This is an optimization exercise on Yosys and OpenROAD, whose aim is small area and a short achievable clock period, not a production implementation. Function was checked by simulation only, so behaviour that the tests miss may differ from the original. Power figures rest on the tool's default switching activity, not on a simulated workload.

<file path="standard.sh">
#!/bin/bash
# synth_recipe.tcl (not shown) runs the flow's synth.tcl, then flattens the netlist and writes it again
# the make line also repeats each setting of config.mk as NAME=value (left out here)
make -C /OpenROAD-flow-scripts/flow DESIGN_CONFIG=/design/flow/config.mk WORK_HOME=/design/flow/orfs CLKGATE_MAP_FILE= SYNTH_SCRIPT=/design/flow/synth_recipe.tcl "${@:-finish}"
</file>
<file path="constraint.sdc">
create_clock -name core_clock -period 6.0 [get_ports {clk}]
set_input_delay 1.2000 -clock core_clock [delete_from_list [all_inputs] [get_ports {clk}]]
set_output_delay 1.2000 -clock core_clock [all_outputs]
set_load 0.01 [all_outputs]
</file>
<file path="config.mk">
export PLATFORM = sky130hd
export DESIGN_NAME = microprocessor
export DESIGN_NICKNAME = microprocessor
export VERILOG_FILES = /design/flow/design.v
export SDC_FILE = /design/flow/constraint.sdc
export NUM_CORES = 4
export LEC_CHECK = 0
export CAP_MARGIN = 20
export CORE_MARGIN = 2
export CORE_UTILIZATION = 40
export PLACE_DENSITY = 0.55
export SETUP_SLACK_MARGIN = 3.5
export SLEW_MARGIN = 20
export SYNTH_HIERARCHICAL = 1
</file>
<file path="design.v">
module g_inv(input a, output y); assign y = ~a; endmodule
module g_nand2(input a, b, output y); assign y = ~(a & b); endmodule
module g_nor2(input a, b, output y); assign y = ~(a | b); endmodule
module g_aoi21(input a1, a2, b1, output y); assign y = ~((a1 & a2) | b1); endmodule
module g_oai21(input a1, a2, b1, output y); assign y = ~((a1 | a2) & b1); endmodule
module g_and2(input a, b, output y); assign y = a & b; endmodule
module g_or2(input a, b, output y); assign y = a | b; endmodule
module g_xor2(input a, b, output y); assign y = a ^ b; endmodule
module g_xnor2(input a, b, output y); assign y = ~(a ^ b); endmodule
module g_maj(input a, b, c, output y); assign y = (a & b) | (a & c) | (b & c); endmodule
module g_a222oi(input a1, a2, b1, b2, c1, c2, output y);
	assign y = ~((a1 & a2) | (b1 & b2) | (c1 & c2));
endmodule
module alu_bit(input a, b, q, spx, s1, s2, s4, output g, t, p, x0);
	wire y3, yq;
	g_and2 u_g(.a(a), .b(b), .y(g));
	g_or2 u_t(.a(a), .b(b), .y(t));
	g_xor2 u_p(.a(a), .b(b), .y(p));
	g_a222oi u_l(.a1(spx), .a2(p), .b1(s1), .b2(g), .c1(s2), .c2(t), .y(y3));
	g_nand2 u_q(.a(s4), .b(q), .y(yq));
	g_nand2 u_x(.a(y3), .b(yq), .y(x0));
endmodule
module alu(a, b, q, ci, sel_lo, sel_hi, out, co, p);
	input [15:0] a, b, q;
	input ci;
	input [4:0] sel_lo, sel_hi;
	output [15:0] out, p;
	output co;
	wire [15:0] g, t, x0;
	wire g0;
	wire s0n_lo = ~sel_lo[0], s0n_hi = ~sel_hi[0];
	wire spx_lo = sel_lo[0] | sel_lo[3], spx_hi = sel_hi[0] | sel_hi[3];
	wire g_1, g_2, t_3, g_4, t_5, g_6, t_7, g_8, t_9, g_10, t_11, g_12, t_13, g_14, t_15, n_16, g_17, g_18, n_19, g_20, n_21, t_22, g_23, t_24, n_25, g_26, n_27, t_28, g_29, t_30, n_31, g_32, n_33, t_34, g_35, t_36, g_37, n_38, g_39, g_40, g_41, g_42, t_43, n_44, g_45, n_46, t_47, g_48, t_49, g_50, t_51, n_52, g_53, g_54, g_55, g_56, g_57, g_58, g_59, g_60, k_61, k_62, k_63, k_64, k_65, k_66, k_67, k_68, k_69, k_70, k_71, k_72, k_73, k_74, k_75, k_76;
	genvar i;
	generate
		for (i = 0; i < 16; i = i + 1) begin : BIT
			alu_bit u_bit(.a(a[i]), .b(b[i]), .q(q[i]),
				.spx(i < 8 ? spx_lo : spx_hi), .s1(i < 8 ? sel_lo[1] : sel_hi[1]),
				.s2(i < 8 ? sel_lo[2] : sel_hi[2]), .s4(i < 8 ? sel_lo[4] : sel_hi[4]),
				.g(g[i]), .t(t[i]), .p(p[i]), .x0(x0[i]));
		end
	endgenerate
	g_maj u_c0(.a(a[0]), .b(b[0]), .c(ci), .y(g0));
	g_aoi21 u_g_1(.a1(t[1]), .a2(g0), .b1(g[1]), .y(g_1));
	g_aoi21 u_g_2(.a1(t[3]), .a2(g[2]), .b1(g[3]), .y(g_2));
	g_nand2 u_t_3(.a(t[3]), .b(t[2]), .y(t_3));
	g_aoi21 u_g_4(.a1(t[5]), .a2(g[4]), .b1(g[5]), .y(g_4));
	g_nand2 u_t_5(.a(t[5]), .b(t[4]), .y(t_5));
	g_aoi21 u_g_6(.a1(t[7]), .a2(g[6]), .b1(g[7]), .y(g_6));
	g_nand2 u_t_7(.a(t[7]), .b(t[6]), .y(t_7));
	g_aoi21 u_g_8(.a1(t[9]), .a2(g[8]), .b1(g[9]), .y(g_8));
	g_nand2 u_t_9(.a(t[9]), .b(t[8]), .y(t_9));
	g_aoi21 u_g_10(.a1(t[11]), .a2(g[10]), .b1(g[11]), .y(g_10));
	g_nand2 u_t_11(.a(t[11]), .b(t[10]), .y(t_11));
	g_aoi21 u_g_12(.a1(t[13]), .a2(g[12]), .b1(g[13]), .y(g_12));
	g_nand2 u_t_13(.a(t[13]), .b(t[12]), .y(t_13));
	g_aoi21 u_g_14(.a1(t[15]), .a2(g[14]), .b1(g[15]), .y(g_14));
	g_nand2 u_t_15(.a(t[15]), .b(t[14]), .y(t_15));
	g_inv u_n_16(.a(g_1), .y(n_16));
	g_aoi21 u_g_17(.a1(t[2]), .a2(n_16), .b1(g[2]), .y(g_17));
	g_oai21 u_g_18(.a1(t_3), .a2(g_1), .b1(g_2), .y(g_18));
	g_inv u_n_19(.a(g_4), .y(n_19));
	g_aoi21 u_g_20(.a1(t[6]), .a2(n_19), .b1(g[6]), .y(g_20));
	g_inv u_n_21(.a(t_5), .y(n_21));
	g_nand2 u_t_22(.a(t[6]), .b(n_21), .y(t_22));
	g_oai21 u_g_23(.a1(t_7), .a2(g_4), .b1(g_6), .y(g_23));
	g_nor2 u_t_24(.a(t_7), .b(t_5), .y(t_24));
	g_inv u_n_25(.a(g_8), .y(n_25));
	g_aoi21 u_g_26(.a1(t[10]), .a2(n_25), .b1(g[10]), .y(g_26));
	g_inv u_n_27(.a(t_9), .y(n_27));
	g_nand2 u_t_28(.a(t[10]), .b(n_27), .y(t_28));
	g_oai21 u_g_29(.a1(t_11), .a2(g_8), .b1(g_10), .y(g_29));
	g_nor2 u_t_30(.a(t_11), .b(t_9), .y(t_30));
	g_inv u_n_31(.a(g_12), .y(n_31));
	g_aoi21 u_g_32(.a1(t[14]), .a2(n_31), .b1(g[14]), .y(g_32));
	g_inv u_n_33(.a(t_13), .y(n_33));
	g_nand2 u_t_34(.a(t[14]), .b(n_33), .y(t_34));
	g_oai21 u_g_35(.a1(t_15), .a2(g_12), .b1(g_14), .y(g_35));
	g_nor2 u_t_36(.a(t_15), .b(t_13), .y(t_36));
	g_aoi21 u_g_37(.a1(t[4]), .a2(g_18), .b1(g[4]), .y(g_37));
	g_inv u_n_38(.a(g_18), .y(n_38));
	g_oai21 u_g_39(.a1(t_5), .a2(n_38), .b1(g_4), .y(g_39));
	g_oai21 u_g_40(.a1(t_22), .a2(n_38), .b1(g_20), .y(g_40));
	g_aoi21 u_g_41(.a1(t_24), .a2(g_18), .b1(g_23), .y(g_41));
	g_aoi21 u_g_42(.a1(t[12]), .a2(g_29), .b1(g[12]), .y(g_42));
	g_nand2 u_t_43(.a(t[12]), .b(t_30), .y(t_43));
	g_inv u_n_44(.a(g_29), .y(n_44));
	g_oai21 u_g_45(.a1(t_13), .a2(n_44), .b1(g_12), .y(g_45));
	g_inv u_n_46(.a(t_30), .y(n_46));
	g_nor2 u_t_47(.a(t_13), .b(n_46), .y(t_47));
	g_oai21 u_g_48(.a1(t_34), .a2(n_44), .b1(g_32), .y(g_48));
	g_nor2 u_t_49(.a(t_34), .b(n_46), .y(t_49));
	g_aoi21 u_g_50(.a1(t_36), .a2(g_29), .b1(g_35), .y(g_50));
	g_nand2 u_t_51(.a(t_36), .b(t_30), .y(t_51));
	g_inv u_n_52(.a(g_41), .y(n_52));
	g_aoi21 u_g_53(.a1(t[8]), .a2(n_52), .b1(g[8]), .y(g_53));
	g_oai21 u_g_54(.a1(t_9), .a2(g_41), .b1(g_8), .y(g_54));
	g_oai21 u_g_55(.a1(t_28), .a2(g_41), .b1(g_26), .y(g_55));
	g_aoi21 u_g_56(.a1(t_30), .a2(n_52), .b1(g_29), .y(g_56));
	g_oai21 u_g_57(.a1(t_43), .a2(g_41), .b1(g_42), .y(g_57));
	g_aoi21 u_g_58(.a1(t_47), .a2(n_52), .b1(g_45), .y(g_58));
	g_aoi21 u_g_59(.a1(t_49), .a2(n_52), .b1(g_48), .y(g_59));
	g_oai21 u_g_60(.a1(t_51), .a2(g_41), .b1(g_50), .y(g_60));
	g_nand2 u_k_61(.a(ci), .b(sel_lo[0]), .y(k_61));
	g_xnor2 u_o0(.a(x0[0]), .b(k_61), .y(out[0]));
	g_nand2 u_k_62(.a(g0), .b(sel_lo[0]), .y(k_62));
	g_xnor2 u_o1(.a(x0[1]), .b(k_62), .y(out[1]));
	g_nor2 u_k_63(.a(g_1), .b(s0n_lo), .y(k_63));
	g_xor2 u_o2(.a(x0[2]), .b(k_63), .y(out[2]));
	g_nor2 u_k_64(.a(g_17), .b(s0n_lo), .y(k_64));
	g_xor2 u_o3(.a(x0[3]), .b(k_64), .y(out[3]));
	g_nand2 u_k_65(.a(g_18), .b(sel_lo[0]), .y(k_65));
	g_xnor2 u_o4(.a(x0[4]), .b(k_65), .y(out[4]));
	g_nor2 u_k_66(.a(g_37), .b(s0n_lo), .y(k_66));
	g_xor2 u_o5(.a(x0[5]), .b(k_66), .y(out[5]));
	g_nand2 u_k_67(.a(g_39), .b(sel_lo[0]), .y(k_67));
	g_xnor2 u_o6(.a(x0[6]), .b(k_67), .y(out[6]));
	g_nand2 u_k_68(.a(g_40), .b(sel_lo[0]), .y(k_68));
	g_xnor2 u_o7(.a(x0[7]), .b(k_68), .y(out[7]));
	g_nor2 u_k_69(.a(g_41), .b(s0n_hi), .y(k_69));
	g_xor2 u_o8(.a(x0[8]), .b(k_69), .y(out[8]));
	g_nor2 u_k_70(.a(g_53), .b(s0n_hi), .y(k_70));
	g_xor2 u_o9(.a(x0[9]), .b(k_70), .y(out[9]));
	g_nand2 u_k_71(.a(g_54), .b(sel_hi[0]), .y(k_71));
	g_xnor2 u_o10(.a(x0[10]), .b(k_71), .y(out[10]));
	g_nand2 u_k_72(.a(g_55), .b(sel_hi[0]), .y(k_72));
	g_xnor2 u_o11(.a(x0[11]), .b(k_72), .y(out[11]));
	g_nor2 u_k_73(.a(g_56), .b(s0n_hi), .y(k_73));
	g_xor2 u_o12(.a(x0[12]), .b(k_73), .y(out[12]));
	g_nand2 u_k_74(.a(g_57), .b(sel_hi[0]), .y(k_74));
	g_xnor2 u_o13(.a(x0[13]), .b(k_74), .y(out[13]));
	g_nor2 u_k_75(.a(g_58), .b(s0n_hi), .y(k_75));
	g_xor2 u_o14(.a(x0[14]), .b(k_75), .y(out[14]));
	g_nor2 u_k_76(.a(g_59), .b(s0n_hi), .y(k_76));
	g_xor2 u_o15(.a(x0[15]), .b(k_76), .y(out[15]));
	assign co = g_60;
endmodule
module g_nand3(input a, b, c, output y); assign y = ~(a & b & c); endmodule
module g_nand4(input a, b, c, d, output y); assign y = ~(a & b & c & d); endmodule
module g_or3(input a, b, c, output y); assign y = a | b | c; endmodule
module rdport_bit(input [31:1] sel, input [31:1] d, output q);
	wire [10:0] t;
	genvar j;
	generate
		for (j = 0; j < 10; j = j + 1) begin : T
			g_a222oi u(.a1(sel[3*j+1]), .a2(d[3*j+1]), .b1(sel[3*j+2]), .b2(d[3*j+2]),
				.c1(sel[3*j+3]), .c2(d[3*j+3]), .y(t[j]));
		end
	endgenerate
	g_nand2 u_t10(.a(sel[31]), .b(d[31]), .y(t[10]));
	wire u0, u1, u2;
	g_nand4 u_u0(.a(t[0]), .b(t[1]), .c(t[2]), .d(t[3]), .y(u0));
	g_nand4 u_u1(.a(t[4]), .b(t[5]), .c(t[6]), .d(t[7]), .y(u1));
	g_nand3 u_u2(.a(t[8]), .b(t[9]), .c(t[10]), .y(u2));
	g_or3 u_q(.a(u0), .b(u1), .c(u2), .y(q));
endmodule
module rdport(sel, rf, q);
	input [31:1] sel;
	input [32*31-1:0] rf;
	output [31:0] q;
	genvar k, b;
	generate
		for (b = 0; b < 32; b = b + 1) begin : BIT
			wire [31:1] d;
			for (k = 1; k < 32; k = k + 1) begin : D
				assign d[k] = rf[32*(k-1) + b];
			end
			rdport_bit u(.sel(sel), .d(d), .q(q[b]));
		end
	endgenerate
endmodule
module microprocessor(clk, rst, outputPorts, inputPorts, imem_addr, imem_data, dmem_addr, dmem_we, dmem_wdata, dmem_rdata);
	input clk;
	input rst;
	input [1:0] inputPorts;
	output reg [7:0] outputPorts;
	output [7:0] imem_addr;
	input [31:0] imem_data;
	output [7:0] dmem_addr;
	output dmem_we;
	output [31:0] dmem_wdata;
	input [31:0] dmem_rdata;
	reg [7:0] pc, pc_a;
	assign imem_addr = pc;
	wire [4:0] f_rs = imem_data[25:21];
	wire [4:0] f_rt = imem_data[20:16];
	wire [31:0] f_rs_sel = 32'd1 << f_rs;
	wire [31:0] f_rt_sel = 32'd1 << f_rt;
	reg [5:0] d_op;             
	reg [15:0] d_ir;            
	reg [4:0] d_rt;
	reg [31:1] d_rs_sel, d_rt_sel;
	reg d_jump;                 
	reg [7:0] d_jt;             
	wire [5:0] d_fn = d_ir[5:0];
	wire [4:0] d_rd = d_ir[15:11];
	reg d_wr, d_load, d_store, d_branch, d_imm, d_sub;
	reg [4:0] d_res;            
	always @(*) begin
		d_wr = 1'b0; d_load = 1'b0; d_store = 1'b0; d_branch = 1'b0;
		d_imm = 1'b0; d_sub = 1'b0; d_res = 5'b00001;
		case (d_op)
			6'b000000: case (d_fn)
				6'b100000: d_wr = 1'b1;
				6'b100010: begin d_wr = 1'b1; d_sub = 1'b1; end
				6'b100100: begin d_wr = 1'b1; d_res = 5'b00010; end
				6'b100101: begin d_wr = 1'b1; d_res = 5'b00100; end
				6'b100110: begin d_wr = 1'b1; d_res = 5'b01000; end
				default: ;
			endcase
			6'b100011: begin d_wr = 1'b1; d_imm = 1'b1; d_load = 1'b1; end
			6'b101011: begin d_imm = 1'b1; d_store = 1'b1; end
			6'b000100: begin d_branch = 1'b1; d_res = 5'b10000; end   
			6'b001111, 6'b001000: begin d_wr = 1'b1; d_imm = 1'b1; end
			6'b001100: begin d_wr = 1'b1; d_imm = 1'b1; d_res = 5'b00010; end
			6'b001101: begin d_wr = 1'b1; d_imm = 1'b1; d_res = 5'b00100; end
			6'b001110: begin d_wr = 1'b1; d_imm = 1'b1; d_res = 5'b01000; end
			default: ;
		endcase
	end
	wire [4:0] d_dest = (d_op == 6'b000000) ? d_rd : d_rt;
	wire [32*31-1:0] rf;        
	wire [31:0] d_a, d_b;
	rdport rd_a(.sel(d_rs_sel), .rf(rf), .q(d_a));
	rdport rd_b(.sel(d_rt_sel), .rf(rf), .q(d_b));
	reg [31:0] e_a, e_b;
	reg [15:0] e_i;
	reg [7:0] e_tgt;
	reg [4:0] e_dest;
	reg [4:0] e_res;
	reg e_wr, e_load, e_store, e_branch, e_imm, e_sub;
	wire [31:0] e_bop = (e_imm ? {{16{e_i[15]}}, e_i} : e_b) ^ {32{e_sub}};
	wire [4:0] e_sel_mid = (e_store | e_load) ? 5'b10000 : e_res;
	wire [15:0] e_lo;
	wire e_c16;
	wire [15:0] e_p;
	alu e_alu(.a(e_a[15:0]), .b(e_bop[15:0]), .q({e_b[15:8], e_tgt}), .ci(e_sub),
		.sel_lo(e_res), .sel_hi(e_sel_mid), .out(e_lo), .co(e_c16), .p(e_p));
	wire e_eq = (e_p == 16'd0) & (e_a[31:16] == e_b[31:16]);
	wire e_io = (e_lo[7:3] == 5'd0) | (e_lo[7:1] == 7'b0000100);
	reg [15:0] m_lo;            
	reg [15:0] m_a, m_b;        
	reg m_c16;
	reg [4:0] m_sel;
	reg [7:0] m_sd;             
	reg [4:0] m_dest;
	reg m_wr, m_load, m_store, m_we, m_taken;
	wire [7:0] m_addr = m_lo[7:0];
	assign dmem_addr = m_addr;
	assign dmem_we = m_we;
	assign dmem_wdata = {m_b, m_lo[15:8], m_sd};
	wire [15:0] m_hi;
	wire m_in = (m_addr[7:1] == 7'b0000100);
	wire [4:0] m_sel_ld = {m_sel[4] & ~m_in, m_sel[3:0]};   
	alu m_alu(.a(m_a), .b(m_b), .q(dmem_rdata[31:16]), .ci(m_c16), .sel_lo(m_sel_ld), .sel_hi(m_sel_ld), .out(m_hi), .co(), .p());
	wire [31:0] m_ld = m_in ? {31'd0, inputPorts[m_addr[0]]} : dmem_rdata;
	reg [31:0] w_data;
	reg [4:0] w_dest;
	reg w_wr;
	always @(posedge clk) begin
		if (rst) begin
			pc <= 8'd0; pc_a <= 8'd0;
			d_op <= 6'h3f;     
			d_jump <= 1'b0;
			e_wr <= 1'b0; e_store <= 1'b0; e_branch <= 1'b0;
			m_wr <= 1'b0; m_we <= 1'b0; m_store <= 1'b0; m_taken <= 1'b0;
			w_wr <= 1'b0;
			outputPorts <= 8'd0;
		end else begin
			pc <= m_taken ? m_lo[7:0] : (d_jump ? d_jt : pc + 8'd1);
			pc_a <= pc;
			d_op <= imem_data[31:26];
			d_jump <= (imem_data[31:26] == 6'b000010);
			e_wr <= d_wr; e_store <= d_store; e_branch <= d_branch;
			m_wr <= e_wr; m_store <= e_store; m_taken <= e_branch & e_eq;
			m_we <= e_store & ~e_io;
			w_wr <= m_wr;
			if (m_store && m_addr[7:3] == 5'd0) outputPorts[m_addr[2:0]] <= m_sd[0];
		end
	end
	always @(posedge clk) begin
		d_ir <= imem_data[15:0];
		d_jt <= pc_a + imem_data[7:0];
		d_rt <= f_rt;
		d_rs_sel <= f_rs_sel[31:1];
		d_rt_sel <= f_rt_sel[31:1];
		e_a <= d_a; e_b <= d_b; e_i <= d_ir; e_dest <= d_dest;
		e_tgt <= pc_a + d_ir[7:0];
		e_load <= d_load; e_imm <= d_imm; e_sub <= d_sub; e_res <= d_res;
		m_lo <= e_lo; m_c16 <= e_c16; m_a <= e_a[31:16];
		m_b <= e_store ? e_b[31:16] : e_bop[31:16];
		m_sel <= e_sel_mid;
		m_sd <= e_b[7:0]; m_dest <= e_dest; m_load <= e_load;
		w_data <= {m_hi, m_load ? m_ld[15:0] : m_lo};
		w_dest <= m_dest;
	end
	genvar g;
	generate
		for (g = 1; g < 32; g = g + 1) begin : RF_WRITE
			reg [31:0] r;
			always @(posedge clk)
				if (w_wr && w_dest == g) r <= w_data;
			assign rf[32*(g-1) +: 32] = r;
		end
	endgenerate
endmodule
</file>
<file path="flow/run.sh">
#!/bin/bash
# The standard layout, with two changes:
# - buffer_ports puts plain buf_4 buffers on the ports, in place of the delay
#   cells it picks by itself;
# - clock tree synthesis clusters up to 36 flip-flops within 70 um per leaf
#   buffer and inserts no dummy loads.
set -euo pipefail
export BUFFER_PORTS_ARGS="-buffer_cell sky130_fd_sc_hd__buf_4"
export CTS_ARGS="-sink_clustering_enable -repair_clock_nets -sink_clustering_size 36 -sink_clustering_max_diameter 70 -dont_use_dummy_load"
bash standard.sh > standard.log 2>&1
</file>
==> results of run 1 <==
[sequential cells by signal, indices dropped and copies added, names as in the netlist, 16 cells and up]
name,count
RF_WRITE.r,992
d_ir,16
d_rs_sel,31
d_rt_sel,31
e_a,32
e_b,32
e_i,16
m_a,16
m_b,16
m_lo,16
w_data,32
[through the flow]
stage	instance area, um2	instances
finish	56600	5187
global route	56600	5183
CTS	56400	5174
detailed placement	54400	5096
global placement	54400	5095
floorplan	50500	3251
[power by group]
group	total [W]	internal (W)	switching [W]
sequential	0.0122	0.0112	0.000959
clock	0.00517	0.00231	0.00286
combinational	0.00226	0.000753	0.00151
[placed cells by master, fill, tap and decap left out, types with 5 or more instances in the layout]
| master | count |
|---|---|
| nand2b_1 | 13 |
| mux2i_1 | 15 |
| o21a_1 | 17 |
| or2_1 | 35 |
| nor2b_1 | 19 |
| nand2_1 | 225 |
| a21oi_2 | 36 |
| and3_1 | 7 |
| ha_1 | 18 |
| or2_2 | 8 |
| nor4_1 | 10 |
| edfxtp_1 | 992 |
| nor3_1 | 16 |
| mux2_2 | 5 |
| o21ai_1 | 20 |
| clkbuf_16 | 79 |
| o22ai_1 | 15 |
| a222oi_1 | 672 |
| inv_1 | 55 |
| or3_1 | 74 |
| dfxtp_4 | 6 |
| buf_4 | 234 |
| o21ai_0 | 33 |
| nand3b_1 | 7 |
| and2_1 | 37 |
| nor2_4 | 31 |
| nand3_1 | 83 |
| diode_2 | 5 |
| nand4_1 | 135 |
| xnor2_1 | 42 |
| xor2_1 | 68 |
| nor2_1 | 103 |
| a21oi_1 | 24 |
| dfxtp_1 | 272 |
| dfxtp_2 | 58 |
[path summary, 6_finish.rpt]
| check | end | start | depth (start not counted) | slack (ns) |
|---|---|---|---|---|
| worst max-delay path | dmem_wdata[16] | m_b[0] | 1 | 3.53 |
| worst min-delay path | m_dest[2] | e_dest[2] | 0 | 0.33 |
| worst max register to register | m_lo[12] | e_imm | 12 | 3.57 |
| worst min register to register | m_dest[2] | e_dest[2] | 0 | 0.33 |
[repair_timing]
item,CTS,global route
setup buffers,0,7
resized for setup,32,21
cloned,0,1
pin swaps,0,7
endpoints found under the setup margin,41,8
[cell type report]
class	instances	area [um2]	share of cell area
clock buffer	78	1950	0.0345
antenna	5	12.5	0.000221
multi-input combinational	1831	13900	0.246
inverter	56	210	0.00371
timing repair buffer	239	1850	0.0326
tap	1650	2060	0.0365
sequential	1328	36600	0.646
[per-layer routing]
layer  track usage  up-vias  wire length (um)  part of all wire
li1              -    14763                 -                 -
met1         0.371    17927             69000              0.38
met2         0.406     2662             79400              0.44
met3        0.0658      380             25000              0.14
met4         0.110       12              7140             0.040
met5             0        -                80           0.00044
==> results.sh, run 1 <==
export IMPL_gp_congestion=0.872
export IMPL_critPathMaxFanout=5
export IMPL_critPathKind="reg -> out"
export IMPL_p_total_w=0.0196
export IMPL_ir_drop_v=0.000183
export IMPL_start_kind="flip-flop"
export IMPL_grt_pass1_vias=33954
export IMPL_grt_pass1_wl_um=249000
export IMPL_dp_worst_setup_slack_ns=3.18
export IMPL_wire_per_inst_um=34.8
export IMPL_fmax_mhz=405
export IMPL_fill_cells=10916
export IMPL_nets=3622
export IMPL_clockBufferDepth=3
export IMPL_fin_crit_sh=0.412
export IMPL_setup_ws_ns=3.53
export IMPL_insertion_delay_ns=0.72
export IMPL_avgSynthCellArea_um2=15.5
export IMPL_maxCapViolations=0
export IMPL_start_util=0.403
export IMPL_slowest_stage="dfxtp_4"
export IMPL_drc=0
export IMPL_antenna_found_initial=27
export IMPL_tns_ns=0
export IMPL_fp_dieH_um=359
export IMPL_hold_class="reg -> reg"
export IMPL_core_area_um2=125000
export IMPL_grt_max_degree=38
export IMPL_max_stage_delay_ns=0.42
export IMPL_powerDensity_nw_per_um2=347
export IMPL_crit_buf_inv=1
export IMPL_drive_gt1_frac=0.139
export IMPL_ant_nets=0
export IMPL_syn2layout_area_growth_pct=12.1
export IMPL_cts_buffers=78
export IMPL_rsz0062_at_grt="yes"
export IMPL_critPathTopFamily="flip-flops"
export IMPL_hold_slack_ns=0.330
export IMPL_p_leak_nw=18.4
export IMPL_gr_total_overflow=0
export IMPL_htree_levels=3
export IMPL_routed_via_density=6.89
export IMPL_synth_warnings=7
export IMPL_synthCells=3251
export IMPL_worstSetupEndpointType="primary output"
export IMPL_worstPathArrival_ns=1.27
export IMPL_syn_area_um2=50500
export IMPL_vias=35744
export IMPL_final_util=0.452
export IMPL_status="complete, no violations"
export IMPL_synth_nets=3339
export IMPL_slew_viol_final=0
export IMPL_crit_path_cell_trace="buf_4"
export IMPL_slew_headroom=0.203
export IMPL_grtUsageTotal=0.269
export IMPL_skew_ns=0.0905
export IMPL_cts_root_buf="clkbuf_16"
export IMPL_firstDrtPassIters=13
export IMPL_clkSinkCount=1328
export IMPL_tightest_slew_ns=1.20
export IMPL_period_minus_slack_ns=2.47
export IMPL_detailed_place_hpwl_um=105000
export IMPL_io_pins=125
export IMPL_cts_tree="yes"
export IMPL_ctsHoldBuffers=0
export IMPL_setup_viol=0
export IMPL_fp_dieW_um=359
export IMPL_portBuffers=124
export IMPL_crit_required_ns=4.80
export IMPL_drt_iter0_drc=7453
export IMPL_clkTransAtPathRegs_ns=0.12
export IMPL_rows=130
export IMPL_hold_viol=0
export IMPL_wl_um=181000
export IMPL_fp_dieArea_um2=129000
==> inputs of run 2 (changes only) <==
==> flow/run.sh (replaced) <==
#!/bin/bash
# The standard layout, with two changes:
# - buffer_ports puts plain buf_4 buffers on the ports, in place of the delay
#   cells it picks by itself;
# - clock tree synthesis clusters up to 32 flip-flops within 64 um per leaf
#   buffer and inserts no dummy loads.
set -euo pipefail
export BUFFER_PORTS_ARGS="-buffer_cell sky130_fd_sc_hd__buf_4"
export CTS_ARGS="-sink_clustering_enable -repair_clock_nets -sink_clustering_size 32 -sink_clustering_max_diameter 64 -dont_use_dummy_load"
bash standard.sh > standard.log 2>&1
==> results.sh, run 2 <==
export IMPL_status="complete, no violations"
export IMPL_grtUsageTotal=0.269
export IMPL_htree_levels=3
export IMPL_rows=130
export IMPL_drc=0
export IMPL_final_common_cell="edfxtp_1"
export IMPL_hold_path_cell_count=0
export IMPL_worstSetupEndpointType="primary output"
export IMPL_crit_cells=1
export IMPL_synthCells=3251
export IMPL_critPathKind="reg -> out"
export IMPL_period_minus_slack_ns=2.48
export IMPL_max_stage_delay_ns=0.44
export IMPL_rsz0062_at_grt="yes"
export IMPL_grt_pass1_wl_um=250000
export IMPL_ir_drop_v=0.000188
export IMPL_hold_viol=0
export IMPL_avgSynthCellArea_um2=15.5
export IMPL_crit_required_ns=4.80
export IMPL_cts_tree="yes"
export IMPL_clockBufferDepth=3
export IMPL_crit_path_cell_trace="buf_4"
export IMPL_io_pins=125
export IMPL_reg2reg_from="e_imm"
export IMPL_cts_root_buf="clkbuf_16"
export IMPL_synth_warnings=7
export IMPL_clkSinkCount=1328
export IMPL_clkTransAtPathRegs_ns=0.06
export IMPL_fp_dieArea_um2=129000
export IMPL_insertion_delay_ns=0.71
export IMPL_top_register="RF_WRITE.r"
export IMPL_gp_congestion=0.872
export IMPL_largest_reg_flops=992
export IMPL_critPathTopFamily="flip-flops"
export IMPL_setup_viol=0
export IMPL_critPathMaxFanout=8
export IMPL_grt_max_degree=38
export IMPL_worstPathArrival_ns=1.28
export IMPL_grt_pass1_vias=34329
export IMPL_start_kind="flip-flop"
export IMPL_portBuffers=124
export IMPL_start_util=0.403
export IMPL_skew_ns=0.0782
export IMPL_setup_worst_path_start="m_sd[0]"
export IMPL_crit_buf_inv=1
export IMPL_fp_dieH_um=359
export IMPL_ant_nets=0
export IMPL_powerDensity_nw_per_um2=355
export IMPL_syn2layout_area_growth_pct=13.1
export IMPL_wl_um=181000
export IMPL_cp_endpoint="dmem_wdata[0]"
export IMPL_slew_viol_final=0
export IMPL_detailed_place_hpwl_um=105000
export IMPL_antenna_found_initial=27
export IMPL_rr_worst_depth=12
export IMPL_slew_headroom=0.172
export IMPL_tns_ns=0
export IMPL_p_total_w=0.0203
export IMPL_fin_crit_sh=0.413
export IMPL_tightest_slew_ns=1.24
export IMPL_cts_buffers=97
export IMPL_p_leak_nw=18.7
export IMPL_core_area_um2=125000
export IMPL_nets=3643
export IMPL_final_cell_mix="edfxtp_1, a222oi_1, dfxtp_1"
export IMPL_gr_total_overflow=0
export IMPL_syn_area_um2=50500
export IMPL_setup_ws_ns=3.52
export IMPL_drt_iter0_drc=7409
export IMPL_hold_class="reg -> reg"
export IMPL_dp_worst_setup_slack_ns=3.18
export IMPL_slowest_stage="dfxtp_2"
export IMPL_routed_via_density=6.85
export IMPL_maxCapViolations=0
export IMPL_synth_nets=3339
export IMPL_wire_per_inst_um=34.7
export IMPL_vias=35700
export IMPL_reg2reg_to="m_we"
export IMPL_firstDrtPassIters=10
export IMPL_r2r_slack_ns=3.57
export IMPL_fmax_mhz=403
export IMPL_drive_gt1_frac=0.144
export IMPL_fp_dieW_um=359
-- run 2: how the worst min path moves through the flow --
| stage | to | slack [ns] | start |
|---|---|---|---|
| finish | m_dest[2] | 0.33 | e_dest[2] |
| global route | m_dest[2] | 0.33 | e_dest[2] |
| CTS | m_dest[2] | 0.33 | e_dest[2] |
| detailed placement | m_dest[2] | 0.31 | e_dest[2] |
| global placement | w_dest[2] | 0.31 | m_dest[2] |
| floorplan | e_i[10] | 0.31 | d_ir[10] |
-- run 2: what timing repair did --
| action | 4_1_cts | 5_1_grt |
|---|---|---|
| pin swaps | 4 | 12 |
| resized for setup | 30 | 26 |
| buffers inserted | 5 | 5 |
| hold buffers | 0 | 0 |
| endpoints found under the setup margin | 43 | 10 |
-- run 2: power breakdown --
part | total [W] | switching, W | internal (W)
logic | 0.00228 | 0.00151 | 0.000763
registers | 0.0122 | 0.000958 | 0.0112
clock network | 0.00578 | 0.00294 | 0.00284
-- run 2: metal layers --
metal	GRT usage	up-vias	routed length, um
li1	-	14819	-
met1	0.370	17859	69800
met2	0.407	2597	78700
met3	0.0661	413	24200
met4	0.116	12	7920
met5	0	-	75
-- run 2: layout make-up --
| class | instances | area [um2] |
|---|---|---|
| fill | 10896 | 68300 |
| sequential | 1328 | 36600 |
| multi-input combinational | 1831 | 14000 |
| clock buffer | 97 | 2430 |
| tap | 1650 | 2060 |
| timing repair buffer | 241 | 1850 |
| inverter | 56 | 210 |
| antenna | 6 | 15.0 |
-- run 2: stage by stage --
stage | instance area [um2] | std cells | util | hold WS [ns]
floorplan | 50500 | 3251 | - | 0.310
global placement | 54400 | 5095 | 0.434 | 0.313
detailed placement | 54400 | 5096 | 0.434 | 0.313
CTS | 57000 | 5198 | 0.454 | 0.329
global route | 57100 | 5204 | 0.456 | 0.335
finish | 57100 | 5209 | 0.456 | 0.330
==> inputs of run 3 (changes only) <==
--- a/config.mk
+++ b/config.mk
@@ -11,3 +11,3 @@
 export PLACE_DENSITY = 0.55
-export SETUP_SLACK_MARGIN = 3.5
+export SETUP_SLACK_MARGIN = 3.65
 export SLEW_MARGIN = 20
==> results.sh, run 3 <==
export IMPL_reg2reg_to="m_lo[12]"
export IMPL_largest_reg_flops=992
export IMPL_maxCapViolations=0
export IMPL_wire_per_inst_um=34.9
export IMPL_ctsHoldBuffers=0
export IMPL_avgSynthCellArea_um2=15.5
export IMPL_top_register="RF_WRITE.r"
export IMPL_critPathMaxFanout=2
export IMPL_cts_root_buf="clkbuf_16"
export IMPL_hold_class="reg -> reg"
export IMPL_final_common_cell="edfxtp_1"
export IMPL_critPathTopFamily="flip-flops"
export IMPL_slew_viol_final=0
export IMPL_powerDensity_nw_per_um2=356
export IMPL_syn2layout_area_growth_pct=14.9
export IMPL_crit_cells=1
export IMPL_start_util=0.403
export IMPL_ant_nets=0
export IMPL_setup_worst_path_start="m_b[14]"
export IMPL_vias=36374
export IMPL_gp_congestion=0.888
export IMPL_drc=0
export IMPL_reg2reg_from="e_imm"
export IMPL_setup_viol=0
export IMPL_clkSinkCount=1328
export IMPL_final_cell_mix="edfxtp_1, a222oi_1, dfxtp_1"
export IMPL_firstDrtPassIters=11
export IMPL_synth_nets=3339
export IMPL_synthCells=3251
export IMPL_start_kind="flip-flop"
export IMPL_critPathKind="reg -> out"
export IMPL_rsz0062_at_grt="yes"
export IMPL_hold_viol=0
export IMPL_setup_ws_ns=3.55
export IMPL_cts_buffers=100
export IMPL_gr_total_overflow=0
export IMPL_insertion_delay_ns=0.74
export IMPL_slew_headroom=0.399
export IMPL_fp_dieArea_um2=129000
export IMPL_tightest_slew_ns=0.902
export IMPL_period_minus_slack_ns=2.45
export IMPL_htree_levels=3
export IMPL_fmax_mhz=408
export IMPL_io_pins=125
export IMPL_fill_cells=10926
export IMPL_grtUsageTotal=0.273
export IMPL_worstPathArrival_ns=1.25
export IMPL_rows=130
export IMPL_crit_required_ns=4.80
export IMPL_grt_max_degree=38
export IMPL_cp_endpoint="dmem_wdata[30]"
export IMPL_max_stage_delay_ns=0.40
export IMPL_wl_um=184000
export IMPL_detailed_place_hpwl_um=103000
export IMPL_clockBufferDepth=3
export IMPL_syn_area_um2=50500
export IMPL_dp_worst_setup_slack_ns=3.19
export IMPL_fp_dieH_um=359
export IMPL_synth_warnings=7
export IMPL_clkTransAtPathRegs_ns=0.10
export IMPL_status="complete, no violations"
export IMPL_crit_buf_inv=1
export IMPL_grt_pass1_vias=34089
export IMPL_p_leak_nw=19.1
export IMPL_portBuffers=124
export IMPL_drive_gt1_frac=0.169
export IMPL_slowest_stage="dfxtp_4"
export IMPL_routed_via_density=6.91
export IMPL_tns_ns=0
export IMPL_seqCellArea_um2=36700
export IMPL_skew_ns=0.0738
export IMPL_drt_iter0_drc=7716
export IMPL_cts_tree="yes"
export IMPL_antenna_found_initial=10
export IMPL_core_area_um2=125000
export IMPL_r2r_slack_ns=3.65
export IMPL_fp_dieW_um=359
export IMPL_fin_crit_sh=0.409
export IMPL_multiInputGateArea_um2=14000
export IMPL_rr_worst_depth=12
export IMPL_p_total_w=0.0206
export IMPL_worstSetupEndpointType="primary output"
export IMPL_ir_drop_v=0.000224
export IMPL_grt_pass1_wl_um=252000
export IMPL_nets=3701
export IMPL_crit_path_cell_trace="buf_6"
## run 3: repair_timing
action | in CTS | in global routing
resized for setup | 163 | 28
hold endpoints to repair | 0 | 0
pin swaps | 14 | 17
setup endpoints to repair | 115 | 140
buffers inserted | 34 | 20
## run 3: layout make-up
cell class | instances | area share
Timing Repair Buffer | 296 | 0.0430
Sequential cell | 1328 | 0.633
Inverter | 56 | 0.00362
Tap cell | 1650 | 0.0356
Clock buffer | 100 | 0.0431
Multi-Input combinational cell | 1831 | 0.242
Antenna cell | 2 | 0.0000862
## run 3: worst min path at each step
stage	from	end	slack [ns]	cells after the start
detailed placement	e_dest[4]	m_dest[4]	0.31	0
global placement	e_dest[2]	m_dest[2]	0.31	0
CTS	d_ir[9]	e_i[9]	0.29	0
finish	d_ir[9]	e_i[9]	0.28	0
floorplan	d_ir[10]	e_i[10]	0.31	0
global route	d_ir[9]	e_i[9]	0.28	0
## run 3: layer usage
layer / part of all wire / routed length [um] / track usage / vias to the layer above
li1: - / - / - / 14922
met3: 0.13 / 24200 / 0.0634 / 403
met2: 0.45 / 82400 / 0.422 / 2649
met5: 0.00012 / 22 / 0 / -
met1: 0.38 / 70500 / 0.373 / 18396
met4: 0.036 / 6620 / 0.107 / 4
## run 3: worst register-to-register path: stages (launching register included)
cell	delay [ns]
dfxtp_2	0.34
buf_12	0.14
mux2i_4	0.24
xnor2_2	0.11
maj3_2	0.36
a21oi_4	0.19
o21ai_4	0.09
buf_4	0.15
a21oi_4	0.17
inv_2	0.09
a21oi_2	0.11
nor2_1	0.06
xor2_1	0.16
## run 3: metrics by stage
step                      utilization  std cells  hold WS [ns]  area (um2)
after floorplan                     -       3251         0.310       50600
after global placement          0.435       5107         0.313       54500
after detailed placement        0.435       5107         0.312       54500
after CTS                       0.460       5241         0.292       57700
after global routing            0.463       5261         0.275       58000
final                           0.463       5263         0.280       58000
## run 3: power by group
| part | total [W] | switching, W | internal (W) |
|---|---|---|---|
| registers | 0.0119 | 0.000686 | 0.0113 |
| clock network | 0.00594 | 0.00302 | 0.00292 |
| logic | 0.00276 | 0.00184 | 0.000916 |
==> inputs of run 4 (changes only) <==
--- a/config.mk
+++ b/config.mk
@@ -9,5 +9,5 @@
 export CORE_MARGIN = 2
-export CORE_UTILIZATION = 40
-export PLACE_DENSITY = 0.55
-export SETUP_SLACK_MARGIN = 3.65
+export CORE_UTILIZATION = 50
+export PLACE_DENSITY = 0.6
+export SETUP_SLACK_MARGIN = 3.5
 export SLEW_MARGIN = 20
==> results.sh, run 4 <==
export IMPL_status="complete, no violations"
export IMPL_ant_nets=0
export IMPL_synth_nets=3339
export IMPL_routed_via_density=7.46
export IMPL_nets=3632
export IMPL_synth_warnings=7
export IMPL_instances_no_fill=4847
export IMPL_drive_gt1_frac=0.134
export IMPL_gr_total_overflow=0
export IMPL_antenna_found_initial=3
export IMPL_vias=36137
export IMPL_cts_tree="yes"
export IMPL_grtUsageMet2=0.525
export IMPL_grt_pass1_wl_um=244000
export IMPL_worstPathArrival_ns=1.31
export IMPL_critPathKind="reg -> out"
export IMPL_fp_dieArea_um2=104000
export IMPL_hold_start="m_dest[3]"
export IMPL_final_common_cell="edfxtp_1"
export IMPL_critPathMaxFanout=4
export IMPL_firstDrtPassIters=13
export IMPL_setup_viol=0
export IMPL_wl_um=177000
export IMPL_crit_path_cell_trace="buf_4"
export IMPL_final_cell_mix="edfxtp_1, a222oi_1, dfxtp_1"
export IMPL_grtUsageTotal=0.332
export IMPL_grtUsageMet1=0.428
export IMPL_fmax_mhz=398
export IMPL_reg2reg_from="e_imm"
export IMPL_fill_cells=7852
export IMPL_period_minus_slack_ns=2.51
export IMPL_largest_reg_flops=992
export IMPL_critPathTopFamily="flip-flops"
export IMPL_syn_area_um2=50500
export IMPL_reg2reg_to="m_lo[14]"
export IMPL_grt_busiest_layer="met2"
export IMPL_worstSetupEndpointType="primary output"
export IMPL_slowest_stage="dfxtp_2"
export IMPL_fin_crit_sh=0.419
export IMPL_drc=0
export IMPL_hold_slack_ns=0.327
export IMPL_rows=116
export IMPL_slew_headroom=0.220
export IMPL_place_inst=4743
export IMPL_start_util=0.504
export IMPL_clkSinkCount=1328
export IMPL_crit_buf_inv=1
export IMPL_detailed_place_hpwl_um=104000
export IMPL_syn2layout_area_growth_pct=11.6
export IMPL_io_pins=125
export IMPL_ir_drop_v=0.000240
export IMPL_tightest_slew_ns=1.17
export IMPL_whs_endpoint="w_dest[3]"
export IMPL_grt_max_degree=38
export IMPL_hold_viol=0
export IMPL_clockBufferDepth=3
export IMPL_synthCells=3251
export IMPL_gp_congestion=0.944
export IMPL_skew_ns=0.0752
export IMPL_tns_ns=0
export IMPL_grt_use_met3=0.0758
export IMPL_p_leak_nw=18.5
export IMPL_insertion_delay_ns=0.71
export IMPL_maxCapViolations=0
export IMPL_clkTransAtPathRegs_ns=0.09
export IMPL_cts_buffers=88
export IMPL_p_total_w=0.0199
export IMPL_r2r_slack_ns=3.58
export IMPL_hold_class="reg -> reg"
export IMPL_drt_iter0_drc=8498
export IMPL_cts_root_buf="clkbuf_16"
export IMPL_powerDensity_nw_per_um2=352
export IMPL_slew_viol_final=0
export IMPL_grt_pass1_vias=34675
export IMPL_multiInputGateArea_um2=13900
export IMPL_htree_levels=3
export IMPL_rsz0062_at_grt="yes"
export IMPL_seqCellArea_um2=36600
export IMPL_crit_required_ns=4.80
export IMPL_wire_per_inst_um=36.6
export IMPL_max_stage_delay_ns=0.46
export IMPL_rr_worst_depth=11
export IMPL_fp_dieW_um=322
export IMPL_portBuffers=124
export IMPL_hold_path_cell_count=0
export IMPL_top_register="RF_WRITE.r"
export IMPL_fp_dieH_um=322
export IMPL_avgSynthCellArea_um2=15.5
export IMPL_core_area_um2=100000
export IMPL_start_kind="flip-flop"
run 4: layout make-up:
| class | count | share of cell area |
|---|---|---|
| Multi-Input combinational cell | 1831 | 0.247 |
| Timing Repair Buffer | 239 | 0.0319 |
| Antenna cell | 7 | 0.000311 |
| Tap cell | 1298 | 0.0288 |
| Clock buffer | 88 | 0.0391 |
| Inverter | 56 | 0.00373 |
| Sequential cell | 1328 | 0.649 |
run 4: routing by layer:
metal  share of wire  vias to the layer above
li1                -                    14767
met5               0                        -
met4           0.061                        0
met2            0.46                     3048
met3            0.14                      477
met1            0.35                    17845
run 4: timing repair:
action / 4_1_cts / 5_1_grt
endpoints found under the setup margin: 34 / 15
pin swaps: 2 / 11
gates resized for setup: 30 / 17
endpoints found under the hold margin: 0 / 0
hold buffers: 0 / 0
buffers inserted: 1 / 8
gates cloned: 0 / 0
run 4: worst max path at each step:
stage / from / end / cells past startpoint
after floorplan: w_dest[1] / RF_WRITE[28].r[0] / 3
after global placement: e_imm / m_lo[12] / 10
after detailed placement: e_imm / m_lo[14] / 10
after CTS: e_imm / m_lo[14] / 11
after global routing: e_imm / m_we / 11
final: m_b[1] / dmem_wdata[17] / 1
run 4: through the flow:
step | worst slack (ns) | instance area, um2 | util
2_1_floorplan | 3.45 | 50500 | -
3_3_place_gp | 3.09 | 53900 | 0.538
3_5_place_dp | 3.03 | 53900 | 0.538
4_1_cts | 3.49 | 56200 | 0.561
5_1_grt | 3.47 | 56300 | 0.563
6_report | 3.49 | 56400 | 0.563
run 4: report_power, final:
| part | internal [W] | switching, W |
|---|---|---|
| clock | 0.00259 | 0.00288 |
| sequential | 0.0113 | 0.00112 |
| combinational | 0.000719 | 0.00130 |
| total | 0.0146 | 0.00529 |

static timing again, ports no longer ideal:
In the flow no input, the clock included, has a driving cell. The finished layouts below were timed again as built, in two steps.
Step 1: set_driving_cell puts a clkbuf_16 on clk and a buf_2 on each other input, an assumption about the parent block.
Step 2 adds t to the input delays and takes it off the output delays; t is the mean of the earliest and latest rising clock arrival at the registers after step 1. Input paths then give back, and output paths get back, about the clock's delay inside the block.
Slacks: no drivers / after step 1 / after step 2; pairs: no drivers / after step 1.
| run | t (ns) | slack for setup (ns) | worst setup path after step 2 | worst slew at a driven data input, ns |
|---|---|---|---|---|
| run 1 | 0.750 | 3.529 / 3.452 / 3.274 | input to register | 0.08 |
| run 2 | 0.737 | 3.521 / 3.445 / 3.280 | input to register | 0.07 |
| run 3 | 0.775 | 3.547 / 3.474 / 3.416 | input to register | 0.11 |
| run 4 | 0.736 | 3.489 / 3.416 / 3.272 | input to register | 0.05 |
After both steps setup and hold are still met in every run listed. For run 1, which loses most, drivers alone change the setup slack by -0.077 ns; drivers and shift together by -0.255 ns.
